This is an optimization exercise on Yosys and OpenROAD, whose aim is small area, not a production implementation.
The RTL was checked by simulation tests, not by an equivalence proof against the original design.
No run shown here takes its clock network from TritonCTS; it comes from the design's own scripts or RTL.
The clock port is modelled as an ideal driver, which makes a skipped or thinned clock tree look cheaper than it is; a real chip needs a root buffer or a tree.
Power is estimated from default activity; no workload was simulated.

<file path="flow/flow/manual_cts.tcl">
# Clock distribution for a small design, used instead of TritonCTS: the clock
# pins are split into @NLEAF@ groups by position (columns of the core), each
# group is driven by one @LEAF@ placed at the centre of its flip-flops, and
# the leaf buffers are driven by one @ROOT@ on the clock port (or, with one
# group, the leaf buffer takes the clock port directly).
set mcts_block [ord::get_db_block]
set mcts_port_net [$mcts_block findNet M_CLOCK]
set mcts_nleaf @NLEAF@
set mcts_leaf [[ord::get_db] findMaster @LEAF@]
set mcts_root [[ord::get_db] findMaster @ROOT@]
set sinks {}
foreach iterm [$mcts_port_net getITerms] {
  set loc [[$iterm getInst] getLocation]
  lappend sinks [list [lindex $loc 0] [lindex $loc 1] $iterm]
}
set sinks [lsort -integer -index 0 $sinks]
set n [llength $sinks]
set per [expr {int(ceil(double($n) / $mcts_nleaf))}]
if { $mcts_nleaf > 1 } {
  set rinst [odb::dbInst_create $mcts_block $mcts_root clkbuf_manual_root]
  set rnet [odb::dbNet_create $mcts_block clknet_manual_root]
  $rnet setSigType CLOCK
  [$rinst findITerm A] connect $mcts_port_net
  [$rinst findITerm X] connect $rnet
  set leaf_in $rnet
} else {
  set leaf_in $mcts_port_net
}
set rx 0
set ry 0
for {set g 0} {$g < $mcts_nleaf} {incr g} {
  set group [lrange $sinks [expr {$g * $per}] [expr {($g + 1) * $per - 1}]]
  if { [llength $group] == 0 } { continue }
  set inst [odb::dbInst_create $mcts_block $mcts_leaf clkbuf_manual_$g]
  set net [odb::dbNet_create $mcts_block clknet_manual_$g]
  $net setSigType CLOCK
  set sx 0
  set sy 0
  foreach s $group {
    set iterm [lindex $s 2]
    set sx [expr {$sx + [lindex $s 0]}]
    set sy [expr {$sy + [lindex $s 1]}]
    $iterm disconnect
    $iterm connect $net
  }
  set cx [expr {int($sx / [llength $group])}]
  set cy [expr {int($sy / [llength $group])}]
  [$inst findITerm A] connect $leaf_in
  [$inst findITerm X] connect $net
  $inst setLocation $cx $cy
  $inst setPlacementStatus PLACED
  set rx [expr {$rx + $cx}]
  set ry [expr {$ry + $cy}]
  puts "manual CTS: group $g has [llength $group] clock pins"
}
if { $mcts_nleaf > 1 } {
  $rinst setLocation [expr {int($rx / $mcts_nleaf)}] [expr {int($ry / $mcts_nleaf)}]
  $rinst setPlacementStatus PLACED
}
set_propagated_clock [all_clocks]
</file>
<file path="flow/config.mk">
export PLATFORM = sky130hd
export DESIGN_NAME = DigitalClock
export DESIGN_NICKNAME = DigitalClock
export VERILOG_FILES = /design/flow/design.v
export SDC_FILE = /design/flow/constraint.sdc
export NUM_CORES = 4
export LEC_CHECK = 0
export CAP_MARGIN = 20
export CORE_MARGIN = 2
export CORE_UTILIZATION = 70
export PLACE_DENSITY = 0.85
export SLEW_MARGIN = 20
</file>
<file path="flow/flow/run.sh">
#!/bin/bash
# Own layout flow: the standard ORFS flow (standard.sh) with these changes:
#  - synthesis maps logic with an area-oriented ABC script (flow/abc_area.script),
#  - port buffers use the smallest buffer cell (sky130_fd_sc_hd__buf_1),
#  - the clock tree is built by flow/manual_cts.tcl (a root buffer and a few leaf
#    buffers, as set in flow/clock_tree.txt) instead of TritonCTS;
#    the rest of the CTS step (placement legalisation, timing repair) is unchanged.
# Synthesis script, floorplan, power grid, taps, placement and routing are the
# standard flow's. Each tool's output goes to ORFS's logs under orfs/logs, and
# make's full output to make_finish.log here.
set -euo pipefail
work=$(pwd)
rm -rf "$work/scripts_local"
mkdir -p "$work/scripts_local"
cp -r "$FLOW_HOME/scripts/." "$work/scripts_local/"
cp "$work/flow/abc_area.script" "$work/scripts_local/abc_area.script"
read -r nleaf leaf root < "$work/flow/clock_tree.txt"
sed -e "s/@NLEAF@/$nleaf/g" -e "s/@LEAF@/$leaf/g" -e "s/@ROOT@/$root/g" \
  "$work/flow/manual_cts.tcl" > "$work/scripts_local/manual_cts.tcl"
sed -i 's|^log_cmd clock_tree_synthesis {\*}\$cts_args$|source $::env(SCRIPTS_DIR)/manual_cts.tcl|' "$work/scripts_local/cts.tcl"
grep -q 'manual_cts.tcl' "$work/scripts_local/cts.tcl"
bash "$work/standard.sh" \
  "SCRIPTS_DIR=$work/scripts_local" \
  ABC_AREA=1 \
  "BUFFER_PORTS_ARGS=-buffer_cell sky130_fd_sc_hd__buf_1" \
  finish > "$work/make_finish.log" 2>&1
</file>
<file path="flow/standard.sh">
#!/bin/bash
# synth_recipe.tcl (not shown) runs the flow's synth.tcl, then flattens the netlist and writes it again
# the make line also repeats each setting of config.mk as NAME=value (left out here)
make -C /OpenROAD-flow-scripts/flow DESIGN_CONFIG=/design/flow/config.mk WORK_HOME=/design/flow/orfs CLKGATE_MAP_FILE= SYNTH_SCRIPT=/design/flow/synth_recipe.tcl "${@:-finish}"
</file>
<file path="flow/flow/abc_area.script">
strash
ifraig
dc2
balance; rewrite; refactor; balance; rewrite; rewrite -z; balance; refactor -z; rewrite -z; balance
&get -n
&deepsyn -T 30
&put
dch -f
amap
topo
</file>
<file path="flow/flow/clock_tree.txt">
2 sky130_fd_sc_hd__clkbuf_8 sky130_fd_sc_hd__clkbuf_4
</file>
<file path="flow/constraint.sdc">
create_clock -name core_clock -period 10.0 [get_ports {M_CLOCK}]
set_input_delay 2.0000 -clock core_clock [delete_from_list [all_inputs] [get_ports {M_CLOCK}]]
set_output_delay 2.0000 -clock core_clock [all_outputs]
set_load 0.01 [all_outputs]
</file>
<file path="flow/design.v">
`timescale 1ns / 1ps
module DigitalClock(
    input M_CLOCK,
    input RST,           
    input [3:0] IO_PB,
    input [7:0] IO_DSW,
    output [3:0] IO_SSEGD,
    output [7:0] IO_SSEG,
    output IO_SSEG_COL,
    output [3:0] F_LED,
    output [7:0] IO_LED,
    output TX
    );
  assign IO_SSEG_COL = 1'b1;
  assign F_LED = 4'b0000;
  assign IO_LED = ~IO_DSW;
  reg [12:0] SecondsCounter;
  reg [5:0]  HowManySeconds;
  reg [2:0]  DigitONE;
  reg [3:0]  DigitTWO;
  reg [2:0]  DigitTHREE;
  reg [3:0]  DigitFOUR;
  wire sc_hi = SecondsCounter[12] & SecondsCounter[9] & SecondsCounter[8] &
               SecondsCounter[7] & SecondsCounter[3];             
  wire tick  = sc_hi & ~SecondsCounter[1] & ~SecondsCounter[0];  
  wire sc_wrap = sc_hi & SecondsCounter[1];                      
  wire pbsmp = (SecondsCounter == 13'd10);
  assign TX = (SecondsCounter >= 13'd2502);
  wire m_clk  = (IO_DSW == 8'b00111111);
  wire m_down = (IO_DSW == 8'b11001110);
  wire m_set  = (IO_DSW == 8'b11001111);
  wire m_sw   = (IO_DSW == 8'b11110010);
  wire m_clr  = (IO_DSW == 8'b11110011);
  wire h60 = HowManySeconds[5] & HowManySeconds[4] & HowManySeconds[3] & HowManySeconds[2];
  wire [2:0] q1 = DigitONE;
  wire [3:0] q2 = DigitTWO;
  wire [2:0] q3 = DigitTHREE;
  wire [3:0] q4 = DigitFOUR;
  wire z4  = ~|q4;
  wire e4  = q4 == 4'd9;
  wire z3  = ~|q3;
  wire e3  = q3 == 3'd5;
  wire z2  = ~|q2;
  wire e2  = q2 == 4'd9;
  wire ge2 = |q2[3:1];
  wire z1  = ~|q1;
  wire o1  = q1 == 3'd1;
  wire s1  = q1 == 3'd6;
  wire tk_clk = tick & m_clk & h60;         
  wire tk_up  = tk_clk | (tick & m_sw);     
  wire tk_dn  = tick & m_down;              
  wire pb_clk = pbsmp & m_clk;
  wire pb_set = pbsmp & m_set;
  wire clr    = pbsmp & m_clr & ~(&IO_PB);
  wire allz   = z4 & z3 & z2 & z1;
  wire dnok   = tk_dn & ~allz;
  wire w4  = tk_up | (pb_set & ~IO_PB[3]);           
  wire up4 = w4 | (pb_clk & ~IO_PB[3]);
  wire b4  = dnok & z4;                               
  wire c4  = tk_up & e4;                              
  wire [3:0] t4; assign t4[0] = up4 | dnok;
  assign t4[1] = t4[0] & (q4[0] ^ dnok);
  assign t4[2] = t4[1] & (q4[1] ^ dnok);
  assign t4[3] = t4[2] & (q4[2] ^ dnok);
  wire zall4 = clr | (w4 & e4);
  wire [3:0] n4 = (q4 ^ t4) & ~{zall4, zall4 | b4, zall4 | b4, zall4};
  wire w3  = c4 | (pb_set & ~IO_PB[2]);
  wire up3 = w3 | (pb_clk & ~IO_PB[2]);
  wire b3  = b4 & z3;
  wire c3  = c4 & e3;
  wire [2:0] t3; assign t3[0] = up3 | b4;
  assign t3[1] = t3[0] & (q3[0] ^ b4);
  assign t3[2] = t3[1] & (q3[1] ^ b4);
  wire zall3 = clr | (w3 & e3);
  wire [2:0] n3 = (q3 ^ t3) & ~{zall3, zall3 | b3, zall3};
  wire c3h = c3 & m_clk & ~z1;                        
  wire pb2c = pb_clk & ~IO_PB[1];
  wire pb2s = pb_set & ~IO_PB[1];
  wire set1 = c3h & ge2;                              
  wire up2 = c3 | pb2c | pb2s;
  wire b2  = b3 & z2;
  wire [3:0] t2; assign t2[0] = up2 | b3;
  assign t2[1] = t2[0] & (q2[0] ^ b3);
  assign t2[2] = t2[1] & (q2[1] ^ b3);
  assign t2[3] = t2[2] & (q2[2] ^ b3);
  wire zall2 = clr | set1 | (((c3 & ~c3h) | pb2s) & e2) | (pb2c & o1 & ge2);
  wire [3:0] n2 = ((q2 ^ t2) & ~{zall2, zall2 | b2, zall2 | b2, zall2}) | {3'b000, set1};
  wire pb1c = pb_clk & ~IO_PB[0];
  wire pb1s = pb_set & ~IO_PB[0];
  wire up1 = (c3 & ~c3h & e2) | pb1c | pb1s;
  wire [2:0] t1; assign t1[0] = up1 | b2;
  assign t1[1] = t1[0] & (q1[0] ^ b2);
  assign t1[2] = t1[1] & (q1[1] ^ b2);
  wire zall1 = clr | set1 | (pb1c & o1) | (pb1s & s1);
  wire [2:0] n1 = (q1 ^ t1) & ~{3{zall1}};
  always @(posedge M_CLOCK) begin
    if (RST) begin
      SecondsCounter <= 13'd0;
      HowManySeconds <= 6'd1;
      DigitONE <= 3'd1;
      DigitTWO <= 4'd2;
      DigitTHREE <= 3'd0;
      DigitFOUR <= 4'd0;
    end else begin
      SecondsCounter <= sc_wrap ? 13'd2 : SecondsCounter + 1'b1;
      if (tick & m_clk) HowManySeconds <= h60 ? 6'd1 : HowManySeconds + 1'b1;
      DigitONE <= n1; DigitTWO <= n2; DigitTHREE <= n3; DigitFOUR <= n4;
    end
  end
  reg  [1:0] PP;
  reg  [4:0] PS;
  reg  [3:0] V;
  wire ps_last = PS[4] & PS[3] & (PS[0] | PS[1] | ~(PP[1] & PP[0]));  
  wire blank = PS[4] & PS[3] & PS[1];
  wire [1:0] dsel = ps_last ? PP + 1'b1 : PP;    
  reg  [3:0] vn;
  always @* begin
    case (dsel)
      2'd0: vn = (DigitONE == 3'd7) ? 4'd1 : {1'b0, DigitONE};
      2'd1: vn = (DigitTWO > 4'd9) ? 4'd2 : DigitTWO;
      2'd2: vn = (DigitTHREE > 3'd5) ? 4'd0 : {1'b0, DigitTHREE};
      default: vn = (DigitFOUR > 4'd9) ? 4'd0 : DigitFOUR;
    endcase
  end
  always @(posedge M_CLOCK) begin
    if (RST) begin
      PP <= 2'd3;
      PS <= 5'd26;
      V <= 4'd15;
    end else begin
      if (ps_last) begin
        PS <= 5'd0;
        PP <= PP + 1'b1;
      end else
        PS <= PS + 1'b1;
      V <= vn;
    end
  end
  assign IO_SSEGD = ~(4'b0001 << PP) | {4{blank}};
  wire [6:0] seg =
    (V == 4'd0) ? 7'b1000000 :
    (V == 4'd1) ? 7'b1111001 :
    (V == 4'd2) ? 7'b0100100 :
    (V == 4'd3) ? 7'b0110000 :
    (V == 4'd4) ? 7'b0011001 :
    (V == 4'd5) ? 7'b0010010 :
    (V == 4'd6) ? 7'b0000010 :
    (V == 4'd7) ? 7'b1011000 :
    (V == 4'd8) ? 7'b0000000 :
    (V == 4'd9) ? 7'b0010000 : 7'b1111111;
  assign IO_SSEG = {~(TX & PP[1] & PP[0]), seg};
endmodule
</file>
==> summary.txt, run 1 <==
num ports 40; Yosys Warn Count 1; Post-Synth Adder-Cell Area 0.0442; crit path from IO_DSW[5]; #FFs+latches synth 44; Unique masters post-synth 37; P_leak 0.922 nW; Internal 284 uW; Max Freq 201 MHz; vias in the first global route 2278; Synth Area in Compound Gates 0.219; count of final hold-check violations 0; Synth Flop Type dfxtp_1; Post-Syn Instances 365; proportion of synthesized area in mux cells 0; 1st-iter DRT viols 131; Crit Reg-Reg Endpoint DigitONE[2]$_SDFF_PP0_; Flop pwr share 0.477; Comb power frac 0.366; CTS Hold Bufs 0; XOR/XNOR Fraction of Synth Area 0; first-pass GRT wire length 9580 microns; post-synthesis cell area 0.00254 sq mm; CP max FO 6; Final min period 4.99 ns; largest family of logic cells by synthesized area simple AND/OR/NAND/NOR gates; ANT nets after route 0; Total Power 455 uW; crit path to DigitONE[2]$_SDFF_PP0_; clock power share 0.157; final setup fails 0; cell taking the most area after synthesis dfxtp_1; Ant. Diodes 0; Die H 64.3 microns; register area share after synthesis 0.346; startpoint types primary input; WP data arrival 5.25 ns; post-synth top area share 0.346; drt wl/cell 12.0 microns; Hold Path Class reg2reg; Final WS setup 5.01 ns; Post-synth EDFFs 0; worst slew pin tran 0.770 ns; # DRC 0; chip width 64.3 microns; GRT Residual Overflow 0; synthesis-to-layout area growth 7.62%; Clk pin slew, worst setup/hold paths 0.13 ns; Layout Skew 0.00787 ns; nets@finish 425; Final Max Slew Viols 0; router iterations before antenna repair 4; ys async rst share 0; Setup Slack @ Placement 4.70 ns; R2R depth 17; Final GP Congestion 0.871; top cells by count, synth 71 x nor2_1, 59 x clkinv_1, 44 x dfxtp_1; via/cell ratio 5.70; Worst Path Required 10.26 ns; CP Class in2reg; status no timing/DRC/antenna violations; vias post-DR 2543; Max Cap Violations 0; Pwr Density 166 mW/mm^2; Total Neg Setup Slack 0 ns; antenna violations before repair 0; Worst-Skew Late Latency 0.33 ns; WHS 0.473 ns; Sw Ratio 0.376; setup slack, reg-to-reg 6.33 ns; Post-CTS Setup Bufs 0; RSZ-0062 raised after global routing no; die area 0.00413 sq mm; Avg Inst Size Synth 6.97 sq um; HPWL Detailed 4320 microns; Max IR drop VDD 0.112 mV; GRT Total Usage 0.278; post_cts resized 0; top cells by area, synth dfxtp_1 35%, nor2_1 10%, clkinv_1 8.7%; final wirelength 5340 microns; most common cell in the synthesized netlist nor2_1; Row Count 21; CP endpoint kind flip-flop; Max transition margin 0.480; worst r2r src SecondsCounter[3]$_SDFF_PP0_; Core Area 0.00342 sq mm; layout cells sized above 1 0.00750; Net Switching 171 uW; Final period util 0.499; Initial Utilization 0.745; simple-gate share of the synthesized area 0.286; # port buffers 34; largest net degree at the start of global routing 23
layer usage:
layer	share of wire	track usage	up-vias
met5	0	0	-
met4	0.0097	0.0293	0
met3	0.069	0.0229	7
met2	0.45	0.479	99
met1	0.48	0.393	1118
li1	-	-	1319
logic make-up after synthesis:
kind of cell	after synthesis
other	2
DFF	44
and+or+nand+nor	162
adders and majority gates	9
AOI/OAI and AO/OA	84
buffers and inverters	64
worst min path at each step:
stage                                 startpoint                            to  slack, ns  depth (start not counted)
finish              SecondsCounter[0]$_SDFF_PP0_  SecondsCounter[0]$_SDFF_PP0_       0.47                          1
global route        SecondsCounter[0]$_SDFF_PP0_  SecondsCounter[0]$_SDFF_PP0_       0.53                          1
CTS                 SecondsCounter[0]$_SDFF_PP0_  SecondsCounter[0]$_SDFF_PP0_       0.48                          1
detailed placement  SecondsCounter[0]$_SDFF_PP0_  SecondsCounter[0]$_SDFF_PP0_       0.45                          1
global placement    SecondsCounter[0]$_SDFF_PP0_  SecondsCounter[0]$_SDFF_PP0_       0.44                          1
floorplan           SecondsCounter[0]$_SDFF_PP0_  SecondsCounter[0]$_SDFF_PP0_       0.43                          1
worst max-delay path: stages:
cell	delay, ns
buf_1	0.12
nand2_1	0.07
or4_1	0.57
nor2_1	0.31
clkinv_1	0.18
nor4_1	0.40
nor2_1	0.11
or2_0	0.24
or3_1	0.33
o32ai_1	0.31
nand2_1	0.12
clkinv_1	0.09
nor3_1	0.06
nor2_1	0.13
nor2_1	0.06
a211oi_1	0.14
cells in the final DEF, fill, tap and decap left out, types with 4 or more instances in the layout:
cell / n
a211oi_1: 13
a21oi_1: 15
a31oi_1: 4
buf_1: 34
clkinv_1: 59
conb_1: 5
dfxtp_1: 44
ha_1: 9
nand2_1: 32
nand2b_1: 5
nand3_1: 12
nand4_1: 4
nor2_1: 71
nor3_1: 16
o211ai_1: 4
o21a_1: 4
o21ai_0: 21
o22ai_1: 4
or2_0: 6
or3_1: 5
stage by stage:
step                instances  cell area [sq um]  utilization
CTS                       446               2740        0.802
detailed placement        443               2700        0.792
global route              446               2740        0.802
global placement          443               2700        0.792
floorplan                 368               2560            -
finish                    446               2740        0.802
power by group through the flow:
stage	combinational, mW	clock, mW	sequential [mW]
after detailed placement	0.165	0	0.221
after CTS	0.167	0.0718	0.217
after floorplan	0.125	0	0.217
final	0.167	0.0713	0.217
after global placement	0.162	0	0.220
after global routing	0.192	0.0783	0.221
sequential cells by signal, summed over array words and instances, names as in the netlist:
signal	cells
DigitONE	3
V	4
DigitTWO	4
PS	5
HowManySeconds	6
SecondsCounter	13
PP	2
DigitFOUR	4
DigitTHREE	3
cell type report:
type / instances / area [sq um]
Timing Repair Buffer: 34 / 128
Fill cell: 266 / 677
Multi-Input combinational cell: 260 / 1420
Sequential cell: 44 / 881
Inverter: 59 / 221
Tap cell: 46 / 57.6
Buffer: 3 / 35.0
==> run 2, diff against run 1 <==
--- a/flow/design.v
+++ b/flow/design.v
@@ -27,10 +27,12 @@
   wire pbsmp = (SecondsCounter == 13'd10);
   assign TX = (SecondsCounter >= 13'd2502);
   wire m_clk  = (IO_DSW == 8'b00111111);
-  wire m_down = (IO_DSW == 8'b11001110);
-  wire m_set  = (IO_DSW == 8'b11001111);
-  wire m_sw   = (IO_DSW == 8'b11110010);
-  wire m_clr  = (IO_DSW == 8'b11110011);
+  wire g_ds   = (IO_DSW[7:1] == 7'b1100111);    
+  wire g_sc   = (IO_DSW[7:1] == 7'b1111001);    
+  wire m_down = g_ds & ~IO_DSW[0];
+  wire m_set  = g_ds & IO_DSW[0];
+  wire m_sw   = g_sc & ~IO_DSW[0];
+  wire m_clr  = g_sc & IO_DSW[0];
   wire h60 = HowManySeconds[5] & HowManySeconds[4] & HowManySeconds[3] & HowManySeconds[2];
   wire [2:0] q1 = DigitONE;
   wire [3:0] q2 = DigitTWO;
==> flow/flow/abc_area.script (replaced) <==
strash
ifraig
&get -n
&deepsyn -T 30 -I 10
&put
dch -f
amap
topo
==> flow/flow/clock_tree.txt (replaced) <==
3 sky130_fd_sc_hd__clkbuf_8 sky130_fd_sc_hd__clkbuf_2
==> run 2 against run 1 <==
Register-to-register slack worse by 0.69 ns; fmax is 5.8% lower; global-route usage is 1.9 points higher; clock skew is 0.0076 ns higher; sequential power is 4% lower.
==> summary.txt, run 2 <==
first-pass GRT wire length 10100 microns; WP data arrival 5.53 ns; synthesis-to-layout area growth 8.17%; GRT Total Usage 0.297; Hold Path Class reg2reg; num ports 40; startpoint types primary input; Core Area 0.00339 sq mm; most common cell after layout, fill and taps aside nor2_1; largest net degree at the start of global routing 16; status no timing/DRC/antenna violations; Unique masters post-synth 36; count of final hold-check violations 0; clock power share 0.185; post-synthesis cell area 0.00251 sq mm; layout cells sized above 1 0.0100; antenna violations before repair 0; final wirelength 5830 microns; Slowest-stage cell, CP or4_1; fillcell total 250; Row Count 21; vias in the first global route 2427; Max IR drop VDD 0.124 mV; Die H 63.9 microns; top cells by area, synth dfxtp_1 35%, nor2_1 11%, clkinv_1 8.2%; Setup Slack @ Placement 4.46 ns; die area 0.00408 sq mm; CP endpoint kind flip-flop; CTS Hold Bufs 0; Final WS setup 4.71 ns; CP max FO 5; Final GP Congestion 0.937; Pwr Density 162 mW/mm^2; Top Registers SecondsCounter: 13 flops, HowManySeconds: 6 flops, PS: 5 flops; Max Freq 189 MHz; router iterations before antenna repair 5; Avg Inst Size Synth 6.90 sq um; nets@finish 425; GRT Residual Overflow 0; Most Frequent Cell on Critical Path nor2_1; Comb power frac 0.340; post_cts resized 0; cell taking the most area after synthesis dfxtp_1; Synth Flop Type dfxtp_1; # port buffers 34; Layout Skew 0.0155 ns; # DRC 0; Internal 275 uW; register area share after synthesis 0.351; Flop pwr share 0.474; chip width 63.9 microns; placed cells 442; Final Max Slew Viols 0; most common cell in the synthesized netlist nor2_1; 1st-iter DRT viols 249; vias post-DR 2640; final setup fails 0; commonest non-fill, non-tap cells in the layout 73 x nor2_1, 55 x clkinv_1, 44 x dfxtp_1, 34 x nand2_1, 34 x buf_1; post-synth top area share 0.351; Worst path max stage delay 0.46 ns; Max Cap Violations 0; via/cell ratio 5.92; drt wl/cell 13.1 microns; #FFs+latches synth 44; Clk pin slew, worst setup/hold paths 0.10 ns; Top reg by flops SecondsCounter; placed inst area 0.00267 sq mm; Ant. Diodes 0; Final period util 0.529; Worst Path Required 10.23 ns; top cells by count, synth 73 x nor2_1, 55 x clkinv_1, 44 x dfxtp_1; ANT nets after route 0; Post-synth EDFFs 0; Design Area, Final 0.00272 sq mm; Post-CTS Setup Bufs 0; Final min period 5.29 ns; Post-Layout Cell Count 446; Net Switching 165 uW; Initial Utilization 0.741; Sw Ratio 0.375; Yosys Warn Count 1; P_leak 0.954 nW; crit path cell chain buf_1 > clkinv_1 > nor4_1 > nand3_1 > nor2_1 > clkinv_1 > nor3_1 > a21oi_1 > or3_1 > or4_1 > or3_1 > o21ai_0 > nor2b_1 > nor2_1 > a21oi_1 > nor2_1; Total Neg Setup Slack 0 ns; Worst-Skew Late Latency 0.34 ns; HPWL Detailed 4560 microns; RSZ-0062 raised after global routing no; CP Class in2reg; Largest register FFs 13; ys async rst share 0; Post-Syn Instances 364
[run 2: changes by cell type after synthesis, moves of 2 or more]
cell / delta
nor3_1: +5
clkinv_1: -4
nor2b_1: +4
a211oi_1: -3
a21o_1: -2
a21oi_1: -2
a22oi_1: +2
nand2_1: +2
nor2_1: +2
nor4_1: +2
o21a_1: -2
o311a_1: -2
[run 2: path summary, 6_finish.rpt]
check / cells past startpoint / slack [ns] / endpoint / start
max: 16 / 4.71 / DigitONE[1]$_SDFF_PP0_ / IO_DSW[0]
min: 1 / 0.48 / PS[0]$_SDFF_PP0_ / PS[0]$_SDFF_PP0_
max reg2reg: 15 / 5.64 / DigitONE[1]$_SDFF_PP0_ / SecondsCounter[9]$_SDFF_PP0_
min reg2reg: 1 / 0.48 / PS[0]$_SDFF_PP0_ / PS[0]$_SDFF_PP0_
[run 2: cell type report]
| class | instances | area [sq um] | area share |
|---|---|---|---|
| well taps | 46 | 57.6 | 0.0212 |
| repair buffers | 34 | 128 | 0.0470 |
| multi-input cells | 263 | 1400 | 0.515 |
| flip-flops and latches | 44 | 881 | 0.324 |
| inverters | 55 | 206 | 0.0760 |
| plain buffers | 4 | 46.3 | 0.0170 |
[run 2: worst max-delay path: cells and delay by family]
kind                   cells  cell delay, ns
buffers and inverters      3            0.49
AND/OR/NAND/NOR           10            2.65
AO/OA/AOI/OAI              3            0.39
[run 2: metal layers]
| metal | wire (microns) | GRT usage | vias up |
|---|---|---|---|
| li1 | - | - | 1316 |
| met5 | 0 | 0 | - |
| met2 | 2770 | 0.546 | 137 |
| met1 | 2490 | 0.376 | 1175 |
| met4 | 70 | 0.0516 | 0 |
| met3 | 504 | 0.0317 | 12 |
[run 2: metrics by stage]
step           power (mW)  utilization  hold slack (ns)
6_report            0.441        0.801            0.476
5_1_grt             0.472        0.801            0.505
4_1_cts             0.441        0.801            0.481
3_5_place_dp        0.360        0.788            0.461
3_3_place_gp        0.356        0.788            0.449
2_1_floorplan       0.322            -            0.433
[run 2: logic make-up (layout without fill, tap and decap cells)]
kind of cell    Yosys count  in the layout  synth area share
simple gates            177            177             0.320
other cells               2              5           0.00299
flops                    44             44             0.351
compound gates           72             72             0.184
buf+inv                  60             93            0.0972
fa+ha+maj                 9              9            0.0448
[run 2: power groups by stage]
stage	Combinational [mW]	Sequential, mW	Clock, mW
after global routing	0.172	0.213	0.0875
after detailed placement	0.147	0.213	0
final	0.150	0.209	0.0816
after CTS	0.149	0.209	0.0826
after global placement	0.143	0.212	0
after floorplan	0.113	0.209	0
==> run 3, diff against run 2 <==
--- a/flow/config.mk
+++ b/flow/config.mk
@@ -7,6 +7,6 @@
 export LEC_CHECK = 0
 export CAP_MARGIN = 20
 export CORE_MARGIN = 2
-export CORE_UTILIZATION = 70
-export PLACE_DENSITY = 0.85
+export CORE_UTILIZATION = 40
+export PLACE_DENSITY = 0.6
 export SLEW_MARGIN = 20
==> run 3 against run 2 <==
Still clean on timing, DRC and antenna; sequential share of layout area is 0.43 points lower; clock skew is 0.0056 ns lower; area after synthesis stayed put; final area is 1.3% higher; die area is 70% higher; register-to-register slack hardly changed; first-iteration DRC count is 14% lower; global-route usage is 13 points lower; clock power is 0.6% higher; hold slack worse by 0.0055 ns; largest cell class unchanged; largest power group unchanged.
==> summary.txt, run 3 <==
status no timing/DRC/antenna violations; die area 0.00693 sq mm; chip width 83.2 microns; num ports 40; post-synth top area share 0.351; Setup Slack @ Placement 4.40 ns; Max Freq 187 MHz; post-synthesis cell area 0.00251 sq mm; register area share after synthesis 0.351; Hold Path Class reg2reg; Top reg by flops SecondsCounter; # port buffers 34; HPWL Detailed 4650 microns; most common cell after layout, fill and taps aside nor2_1; Initial Utilization 0.419; Ant. Diodes 0; Yosys Warn Count 1; Row Count 28; Final GP Congestion 0.865; CP top delay family simple AND/OR/NAND/NOR gates; commonest non-fill, non-tap cells in the layout 73 x nor2_1, 55 x clkinv_1, 44 x dfxtp_1, 34 x nand2_1, 34 x buf_1; router iterations before antenna repair 4; startpoint types primary input; largest net degree at the start of global routing 16; Post-Syn Instances 364; CP Buf/Inv Count 3; ANT nets after route 0; Synth Flop Type dfxtp_1; crit path cell chain buf_1 > clkinv_1 > nor4_1 > nand3_1 > nor2_1 > clkinv_1 > nor3_1 > a21oi_1 > or3_1 > or4_1 > or3_1 > o21ai_0 > nor2b_1 > nor2_1 > a21oi_1 > nor2_1; via/cell ratio 5.24; CP Class in2reg; CP max FO 5; first-pass GRT wire length 10200 microns; Final min period 5.33 ns; top cells by area, synth dfxtp_1 35%, nor2_1 11%, clkinv_1 8.2%; Post-synth EDFFs 0; drt wl/cell 12.2 microns; layout cells sized above 1 0.0100; nets@finish 425; Total Power 441 uW; CP endpoint kind flip-flop; count of final hold-check violations 0; Largest register FFs 13; final setup fails 0; Final period util 0.533; Worst path max stage delay 0.47 ns; Avg Inst Size Synth 6.90 sq um; GRT Residual Overflow 0; top cells by count, synth 73 x nor2_1, 55 x clkinv_1, 44 x dfxtp_1; cell taking the most area after synthesis dfxtp_1; Max IR drop VDD 0.123 mV; Total Neg Setup Slack 0 ns; Core Area 0.00599 sq mm; GRT Total Usage 0.168; Final WS setup 4.67 ns; most common cell in the synthesized netlist nor2_1; WP data arrival 5.56 ns; final wirelength 5810 microns; 1st-iter DRT viols 214; antenna violations before repair 0; Worst-Skew Late Latency 0.35 ns; CTS Hold Bufs 0; Unique masters post-synth 36; post_cts resized 0; synthesis-to-layout area growth 9.62%; fillcell total 636; Final Max Slew Viols 0; vias post-DR 2490; Pwr Density 160 mW/mm^2; WHS 0.470 ns; ys async rst share 0; Layout Skew 0.00984 ns; Slowest-stage cell, CP or4_1; Most Frequent Cell on Critical Path nor2_1; Post-CTS Setup Bufs 0; Max Cap Violations 0; vias in the first global route 2237; Top Registers SecondsCounter: 13 flops, HowManySeconds: 6 flops, PS: 5 flops; #FFs+latches synth 44; Clk pin slew, worst setup/hold paths 0.08 ns; # DRC 0; Die H 83.2 microns; RSZ-0062 raised after global routing no; P_leak 0.954 nW; Worst Path Required 10.22 ns
[run 3: cell counts after synthesis]
Identical to the previous run, type by type.
[run 3: kinds of logic (layout without fill, tap and decap cells)]
group	after synthesis	after routing	synth area share
flip-flops	44	44	0.351
AND/OR/NAND/NOR	177	177	0.320
buffers and inverters	60	93	0.0972
adder cells (fa/ha/maj)	9	9	0.0448
AO/OA/AOI/OAI	72	72	0.184
other	2	5	0.00299
[run 3: metal layers]
metal  share of wire  track usage
met2            0.44        0.290
met5               0            0
met4           0.020       0.0343
met3           0.049       0.0129
met1            0.49        0.232
[run 3: area by class of cell]
cell class,count,area [sq um],share of cell area
multi-input cells,263,1400,0.508
flip-flops and latches,44,881,0.320
inverters,55,206,0.0750
repair buffers,34,128,0.0464
well taps,75,93.8,0.0341
plain buffers,4,46.3,0.0168
[run 3: final timing paths]
check | from | to | slack, ns | cells after the start
min reg2reg | PS[0]$_SDFF_PP0_ | PS[0]$_SDFF_PP0_ | 0.47 | 1
max reg2reg | SecondsCounter[9]$_SDFF_PP0_ | DigitONE[1]$_SDFF_PP0_ | 5.65 | 15
min | PS[0]$_SDFF_PP0_ | PS[0]$_SDFF_PP0_ | 0.47 | 1
max | IO_DSW[0] | DigitONE[1]$_SDFF_PP0_ | 4.67 | 16
[run 3: stage by stage]
step,area [sq um],instances,utilization
2_1_floorplan,2520,367,-
3_3_place_gp,2710,471,0.452
3_5_place_dp,2710,471,0.452
4_1_cts,2750,475,0.459
5_1_grt,2750,475,0.459
6_report,2750,475,0.459
[run 3: report_power, final]
part / switching (mW) / internal (mW) / total [mW]
Combinational: 0.0974 / 0.0531 / 0.150
Clock: 0.0523 / 0.0298 / 0.0821
Sequential: 0.0160 / 0.193 / 0.209
[run 3: worst reg2reg max path, stage by stage (launching register included)]
cell	delay, ns
dfxtp_1	0.40
clkinv_1	0.13
or4_1	0.57
or3_1	0.37
nor2_1	0.28
clkinv_1	0.18
nor3_1	0.27
a21oi_1	0.11
or3_1	0.39
or4_1	0.47
or3_1	0.35
o21ai_0	0.16
nor2b_1	0.25
nor2_1	0.09
a21oi_1	0.16
nor2_1	0.05
==> run 4, diff against run 3 <==
--- a/flow/flow/run.sh
+++ b/flow/flow/run.sh
@@ -2,6 +2,7 @@
 # Own layout flow: the standard ORFS flow (standard.sh) with these changes:
 #  - synthesis maps logic with an area-oriented ABC script (flow/abc_area.script),
 #  - port buffers use the smallest buffer cell (sky130_fd_sc_hd__buf_1),
+#  - constant outputs share one tie-high and one tie-low cell (no tie fanout repair),
 #  - the clock tree is built by flow/manual_cts.tcl (a root buffer and a few leaf
 #    buffers, as set in flow/clock_tree.txt) instead of TritonCTS;
 #    the rest of the CTS step (placement legalisation, timing repair) is unchanged.
@@ -22,5 +23,6 @@
 bash "$work/standard.sh" \
   "SCRIPTS_DIR=$work/scripts_local" \
   ABC_AREA=1 \
+  SKIP_REPAIR_TIE_FANOUT=1 \
   "BUFFER_PORTS_ARGS=-buffer_cell sky130_fd_sc_hd__buf_1" \
   finish > "$work/make_finish.log" 2>&1
==> run 4 against run 3 <==
Largest power group unchanged; wire length decreased by 1.9%; area after synthesis unchanged; register-to-register slack improved by 0.02 ns; hold slack barely moved.
==> summary.txt, run 4 <==
Ant. Diodes 0; Top reg by flops SecondsCounter; Slowest-stage cell, CP or4_1; Post-Layout Cell Count 472; largest family of logic cells by synthesized area simple AND/OR/NAND/NOR gates; most common cell in the synthesized netlist nor2_1; Worst path max stage delay 0.48 ns; Total Neg Setup Slack 0 ns; Post-CTS Setup Bufs 0; Clk pin slew, worst setup/hold paths 0.09 ns; crit path cell chain buf_1 > clkinv_1 > nor4_1 > nand3_1 > nor2_1 > clkinv_1 > nor3_1 > a21oi_1 > or3_1 > or4_1 > or3_1 > o21ai_0 > nor2b_1 > nor2_1 > a21oi_1 > nor2_1; vias in the first global route 2233; Row Count 28; Largest register FFs 13; Unique masters post-synth 36; layout cells sized above 1 0.0101; drt wl/cell 12.1 microns; simple-gate share of the synthesized area 0.320; CP Class in2reg; Final Max Slew Viols 0; nets@finish 422; Max IR drop VDD 0.150 mV; # DRC 0; router iterations before antenna repair 4; proportion of synthesized area in mux cells 0; #FFs+latches synth 44; WHS 0.471 ns; final setup fails 0; Worst-Skew Late Latency 0.36 ns; status no timing/DRC/antenna violations; vias post-DR 2455; synthesis-to-layout area growth 9.17%; Die H 83.2 microns; Post-synth EDFFs 0; final core utilization 0.458; CP endpoint kind flip-flop; post-synthesis cell area 0.00251 sq mm; Synth Area in Compound Gates 0.184; placed inst area 0.00270 sq mm; P_leak 0.945 nW; Design Area, Final 0.00274 sq mm; GRT Total Usage 0.162; GRT Residual Overflow 0; Top Registers SecondsCounter: 13 flops, HowManySeconds: 6 flops, PS: 5 flops; ANT nets after route 0; most common cell after layout, fill and taps aside nor2_1; post_cts resized 0; # port buffers 34; Pwr Density 161 mW/mm^2; CP Buf/Inv Count 3; placed cells 468; largest net degree at the start of global routing 16; count of final hold-check violations 0; Layout Skew 0.0154 ns; Avg Inst Size Synth 6.90 sq um; Max Cap Violations 0; CP top delay family simple AND/OR/NAND/NOR gates; Post-Synth Adder-Cell Area 0.0448; Initial Utilization 0.419; cell taking the most area after synthesis dfxtp_1; chip width 83.2 microns; die area 0.00693 sq mm; RSZ-0062 raised after global routing no; WP data arrival 5.51 ns; post-synth top area share 0.351; Synth Flop Type dfxtp_1; first-pass GRT wire length 9890 microns; Core Area 0.00599 sq mm; Final GP Congestion 0.904; Worst Path Required 10.23 ns; register area share after synthesis 0.351; Post-Syn Instances 364; final wirelength 5700 microns; CTS Hold Bufs 0; HPWL Detailed 4580 microns; CP max FO 5; top cells by area, synth dfxtp_1 35%, nor2_1 11%, clkinv_1 8.2%; Yosys Warn Count 1; ys async rst share 0; top cells by count, synth 73 x nor2_1, 55 x clkinv_1, 44 x dfxtp_1; Final period util 0.528; startpoint types primary input; num ports 40; Max Freq 190 MHz; Most Frequent Cell on Critical Path nor2_1; Hold Path Class reg2reg; antenna violations before repair 0; commonest non-fill, non-tap cells in the layout 73 x nor2_1, 55 x clkinv_1, 44 x dfxtp_1, 34 x nand2_1, 34 x buf_1; XOR/XNOR Fraction of Synth Area 0; 1st-iter DRT viols 109; Final min period 5.28 ns; via/cell ratio 5.20
-- run 4: cell counts after synthesis --
Identical to the previous run, type by type.
-- run 4: area by class of cell --
type	instances	area, sq um
fillers	629	3250
plain buffers	4	46.3
flip-flops and latches	44	881
inverters	55	206
repair buffers	34	128
multi-input cells	260	1390
well taps	75	93.8
-- run 4: path summary, 6_finish.rpt --
| path | slack (ns) | to | cells past startpoint | start |
|---|---|---|---|---|
| worst max register to register | 5.67 | DigitONE[1]$_SDFF_PP0_ | 15 | SecondsCounter[9]$_SDFF_PP0_ |
| worst max-delay path | 4.72 | DigitONE[1]$_SDFF_PP0_ | 16 | IO_DSW[0] |
| worst min-delay path | 0.47 | PS[0]$_SDFF_PP0_ | 1 | PS[0]$_SDFF_PP0_ |
| worst min register to register | 0.47 | PS[0]$_SDFF_PP0_ | 1 | PS[0]$_SDFF_PP0_ |
-- run 4: where the power goes --
group / internal (mW) / switching [mW] / leakage (nW)
Sequential: 0.193 / 0.0161 / 0.359
Clock: 0.0298 / 0.0552 / 0.0257
Combinational: 0.0529 / 0.0955 / 0.560
Total: 0.275 / 0.167 / 0.945
-- run 4: through the flow --
| step | setup WS (ns) | total power, mW |
|---|---|---|
| after floorplan | 4.97 | 0.322 |
| after global placement | 4.62 | 0.358 |
| after global routing | 4.36 | 0.480 |
| after detailed placement | 4.42 | 0.361 |
| after CTS | 4.76 | 0.445 |
| final | 4.72 | 0.442 |
-- run 4: cells by family (layout without fill, tap and decap cells) --
family,Yosys count,count (layout)
other,2,2
buffers and inverters,60,93
DFF,44,44
and+or+nand+nor,177,177
AOI/OAI and AO/OA,72,72
adders and majority gates,9,9
-- run 4: routing by layer --
layer | GRT usage | wire [microns] | part of all wire | up-vias
met5 | 0 | 0 | 0 | -
met4 | 0.0194 | 72 | 0.013 | 0
met3 | 0.0139 | 249 | 0.044 | 8
met2 | 0.284 | 2620 | 0.46 | 53
met1 | 0.222 | 2760 | 0.48 | 1075
li1 | - | - | - | 1319
==> run 5, diff against run 4 <==
--- a/flow/flow/run.sh
+++ b/flow/flow/run.sh
@@ -1,6 +1,7 @@
 #!/bin/bash
 # Own layout flow: the standard ORFS flow (standard.sh) with these changes:
-#  - synthesis maps logic with an area-oriented ABC script (flow/abc_area.script),
+#  - synthesis maps logic with several area-oriented ABC scripts
+#    (flow/abc_cand_*.script) and keeps the smallest result (flow/best_abc.tcl),
 #  - port buffers use the smallest buffer cell (sky130_fd_sc_hd__buf_1),
 #  - constant outputs share one tie-high and one tie-low cell (no tie fanout repair),
 #  - the clock tree is built by flow/manual_cts.tcl (a root buffer and a few leaf
@@ -14,7 +15,9 @@
 rm -rf "$work/scripts_local"
 mkdir -p "$work/scripts_local"
 cp -r "$FLOW_HOME/scripts/." "$work/scripts_local/"
-cp "$work/flow/abc_area.script" "$work/scripts_local/abc_area.script"
+cp "$work"/flow/abc_cand_*.script "$work/flow/best_abc.tcl" "$work/scripts_local/"
+sed -i 's|^  log_cmd abc {\*}\$abc_args$|  source $::env(SCRIPTS_DIR)/best_abc.tcl|' "$work/scripts_local/synth.tcl"
+grep -q 'best_abc.tcl' "$work/scripts_local/synth.tcl"
 read -r nleaf leaf root < "$work/flow/clock_tree.txt"
 sed -e "s/@NLEAF@/$nleaf/g" -e "s/@LEAF@/$leaf/g" -e "s/@ROOT@/$root/g" \
   "$work/flow/manual_cts.tcl" > "$work/scripts_local/manual_cts.tcl"
==> flow/flow/abc_cand_1.script (new file) <==
strash
ifraig
dc2
balance; rewrite; refactor; balance; rewrite; rewrite -z; balance; refactor -z; rewrite -z; balance
balance; rewrite; refactor; balance; rewrite; rewrite -z; balance; refactor -z; rewrite -z; balance
dch -f
amap
topo
==> flow/flow/abc_cand_2.script (new file) <==
strash
ifraig
dc2
balance; rewrite; refactor; balance; rewrite; rewrite -z; balance; refactor -z; rewrite -z; balance
&get -n
&deepsyn -T 30
&put
dch -f
amap
topo
==> flow/flow/abc_cand_3.script (new file) <==
strash
ifraig
&get -n
&deepsyn -T 30 -I 10
&put
dch -f
amap
topo
==> flow/flow/abc_cand_4.script (new file) <==
strash
dc2
balance; rewrite; refactor; balance; rewrite; rewrite -z; balance; refactor -z; rewrite -z; balance
balance; rewrite; refactor; balance; rewrite; rewrite -z; balance; refactor -z; rewrite -z; balance
dch -f
map -a
topo
==> flow/flow/abc_cand_5.script (new file) <==
strash
ifraig
&get -n
&deepsyn -T 60 -I 20
&put
dch -f
amap
topo
==> flow/flow/best_abc.tcl (new file) <==
# Logic mapping: run ABC with each candidate script (abc_cand_*.script) on the
# same design and keep the mapping with the smallest cell area. Flip-flops are
# mapped before this step and ABC leaves them unchanged.
design -save pre_abc
set best_area -1
set best_name ""
foreach cand [lsort [glob $::env(SCRIPTS_DIR)/abc_cand_*.script]] {
  design -load pre_abc
  set name [file rootname [file tail $cand]]
  set args [lreplace $abc_args 1 1 $cand]
  log_cmd abc {*}$args
  opt_clean
  set statf $::env(OBJECTS_DIR)/$name.stat
  tee -q -o $statf stat {*}$lib_args
  set fp [open $statf r]
  set txt [read $fp]
  close $fp
  if { ![regexp {Chip area for module [^:]*:\s*([0-9.]+)} $txt -> area] } {
    error "no area for $name"
  }
  puts "ABC candidate $name: area $area"
  design -save $name
  if { $best_area < 0 || $area < $best_area } {
    set best_area $area
    set best_name $name
  }
}
puts "ABC candidate chosen: $best_name (area $best_area)"
design -load $best_name
removed: flow/flow/abc_area.script
==> run 5 against run 4 <==
Clock skew fell by 0.0066 ns; setup slack improved by 0.023 ns; sequential share of layout area did not move; total power fell by 0.71%; clock power fell by 2%; die area did not move; highest routed layer unchanged; fmax rose by 0.44%.
==> summary.txt, run 5 <==
Max Freq 190 MHz; placed cells 468; status no timing/DRC/antenna violations; Top Registers SecondsCounter: 13 flops, HowManySeconds: 6 flops, PS: 5 flops; post-synthesis cell area 0.00251 sq mm; most common cell after layout, fill and taps aside nor2_1; final wirelength 5700 microns; post_cts resized 0; Worst Path Required 10.22 ns; count of final hold-check violations 0; Final min period 5.25 ns; Largest register FFs 13; antenna violations before repair 0; most common cell in the synthesized netlist nor2_1; crit path cell chain buf_1 > clkinv_1 > nor4_1 > nand3_1 > nor2_1 > clkinv_1 > nor3_1 > a21oi_1 > or3_1 > or4_1 > or3_1 > o21ai_0 > nor2b_1 > nor2_1 > a21oi_1 > nor2_1; Pwr Density 160 mW/mm^2; HPWL Detailed 4550 microns; Die H 83.2 microns; Synth Area in Compound Gates 0.184; GRT Total Usage 0.162; Yosys Warn Count 1; CP endpoint kind flip-flop; # port buffers 34; Final WS setup 4.75 ns; CTS Hold Bufs 0; simple-gate share of the synthesized area 0.320; Worst-Skew Late Latency 0.34 ns; Final period util 0.525; Post-CTS Setup Bufs 0; ys async rst share 0; top cells by area, synth dfxtp_1 35%, nor2_1 11%, clkinv_1 8.2%; synthesis-to-layout area growth 9.17%; CP Class in2reg; Ant. Diodes 0; #FFs+latches synth 44; Initial Utilization 0.419; Final GP Congestion 0.903; final core utilization 0.458; Post-Synth Adder-Cell Area 0.0448; post-synth top area share 0.351; WP data arrival 5.47 ns; Most Frequent Cell on Critical Path nor2_1; Unique masters post-synth 36; router iterations before antenna repair 4; Post-Layout Cell Count 472; XOR/XNOR Fraction of Synth Area 0; Synth Flop Type dfxtp_1; Layout Skew 0.00878 ns; vias post-DR 2438; Setup Slack @ Placement 4.46 ns; Clk pin slew, worst setup/hold paths 0.09 ns; # DRC 0; CP max FO 5; startpoint types primary input; drt wl/cell 12.1 microns; die area 0.00693 sq mm; Top reg by flops SecondsCounter; M1 WL 2750 microns; Slowest-stage cell, CP or4_1; register area share after synthesis 0.351; Core Area 0.00599 sq mm; Total Neg Setup Slack 0 ns; cell taking the most area after synthesis dfxtp_1; commonest non-fill, non-tap cells in the layout 73 x nor2_1, 55 x clkinv_1, 44 x dfxtp_1, 34 x nand2_1, 34 x buf_1; placed inst area 0.00270 sq mm; layout cells sized above 1 0.0101; P_leak 0.945 nW; proportion of synthesized area in mux cells 0; Max IR drop VDD 0.149 mV; Max Cap Violations 0; Final Max Slew Viols 0; nets@finish 422; ANT nets after route 0; GRT Residual Overflow 0; largest net degree at the start of global routing 16; Design Area, Final 0.00274 sq mm; top cells by count, synth 73 x nor2_1, 55 x clkinv_1, 44 x dfxtp_1; largest family of logic cells by synthesized area simple AND/OR/NAND/NOR gates; Avg Inst Size Synth 6.90 sq um; num ports 40; 1st-iter DRT viols 83; Total Power 439 uW; Row Count 28; Post-synth EDFFs 0; vias in the first global route 2269; final setup fails 0; Top Layer Used met4; Hold Path Class reg2reg; RSZ-0062 raised after global routing no; WL met3 242 microns; Worst path max stage delay 0.48 ns; Post-Syn Instances 364; fillcell total 636; met2 wire length 2660 microns; chip width 83.2 microns; first-pass GRT wire length 9890 microns; WHS 0.476 ns; via/cell ratio 5.17
[run 5: cell counts after synthesis]
Identical to the previous run, type by type.
[run 5: where the power goes]
group / switching (mW) / total (mW) / leakage, nW / internal (mW)
logic: 0.0944 / 0.147 / 0.560 / 0.0530
clock network: 0.0532 / 0.0831 / 0.0257 / 0.0299
registers: 0.0160 / 0.209 / 0.359 / 0.193
total: 0.164 / 0.439 / 0.945 / 0.276
[run 5: path summary, 6_finish.rpt]
check	cells past startpoint	endpoint	slack, ns	start
worst max-delay path	16	DigitONE[1]$_SDFF_PP0_	4.75	IO_DSW[0]
worst min-delay path	1	PS[0]$_SDFF_PP0_	0.48	PS[0]$_SDFF_PP0_
worst max register to register	15	DigitONE[1]$_SDFF_PP0_	5.69	SecondsCounter[9]$_SDFF_PP0_
worst min register to register	1	PS[0]$_SDFF_PP0_	0.48	PS[0]$_SDFF_PP0_
[run 5: layout make-up]
cell class	instances	area, sq um	share of cell area
Buffer	4	46.3	0.0169
Inverter	55	206	0.0753
Multi-Input combinational cell	260	1390	0.506
Sequential cell	44	881	0.321
Tap cell	75	93.8	0.0342
Timing Repair Buffer	34	128	0.0466
[run 5: kinds of logic after synthesis]
group           count (synthesis)
buf+inv                        60
compound gates                 72
fa+ha+maj                       9
simple gates                  177
other cells                     2
flops                          44
[run 5: worst max-delay path: cells and delay by family]
kind	cells	cell delay, ns
compound gates	3	0.39
simple gates	10	2.66
buf+inv	3	0.43
[run 5: metal layers]
| layer | vias to the layer above | track usage |
|---|---|---|
| met4 | 0 | 0.0149 |
| met1 | 1067 | 0.215 |
| li1 | 1314 | - |
| met3 | 4 | 0.0139 |
| met2 | 53 | 0.295 |
| met5 | - | 0 |

-- re-timing with driven ports --
The results above use ideal ports. As a check the final layouts listed here were re-extracted and re-timed, cells and wires unchanged. Step 1: set_driving_cell puts a clkbuf_16 on M_CLOCK and a buf_2 on each other input, an assumption about the parent block. Step 2 also shifts input and output timing later by t, the mid clock arrival at the registers, as if the neighbouring blocks saw the same clock. a / b / c = ideal ports / drivers / drivers and shift; a / b = the first two.
| run | t, ns | setup slack, ns | worst hold slack (ns) | worst slew at a driven data input, ns |
|---|---|---|---|---|
| run 1 | 0.354 | 5.015 / 5.017 / 4.663 | 0.473 / 0.473 / 0.473 | 0.03 |
| run 2 | 0.360 | 4.706 / 4.711 / 4.350 | 0.476 / 0.476 / 0.476 | 0.03 |
| run 3 | 0.368 | 4.666 / 4.666 / 4.298 | 0.470 / 0.470 / 0.470 | 0.03 |
| run 4 | 0.378 | 4.723 / 4.722 / 4.344 | 0.471 / 0.471 / 0.471 | 0.03 |
| run 5 | 0.362 | 4.747 / 4.746 / 4.384 | 0.476 / 0.476 / 0.476 | 0.03 |
After both steps every run listed still meets setup and hold. For run 4, which loses most, drivers alone change the setup slack by -0.001 ns; drivers and shift together by -0.379 ns.
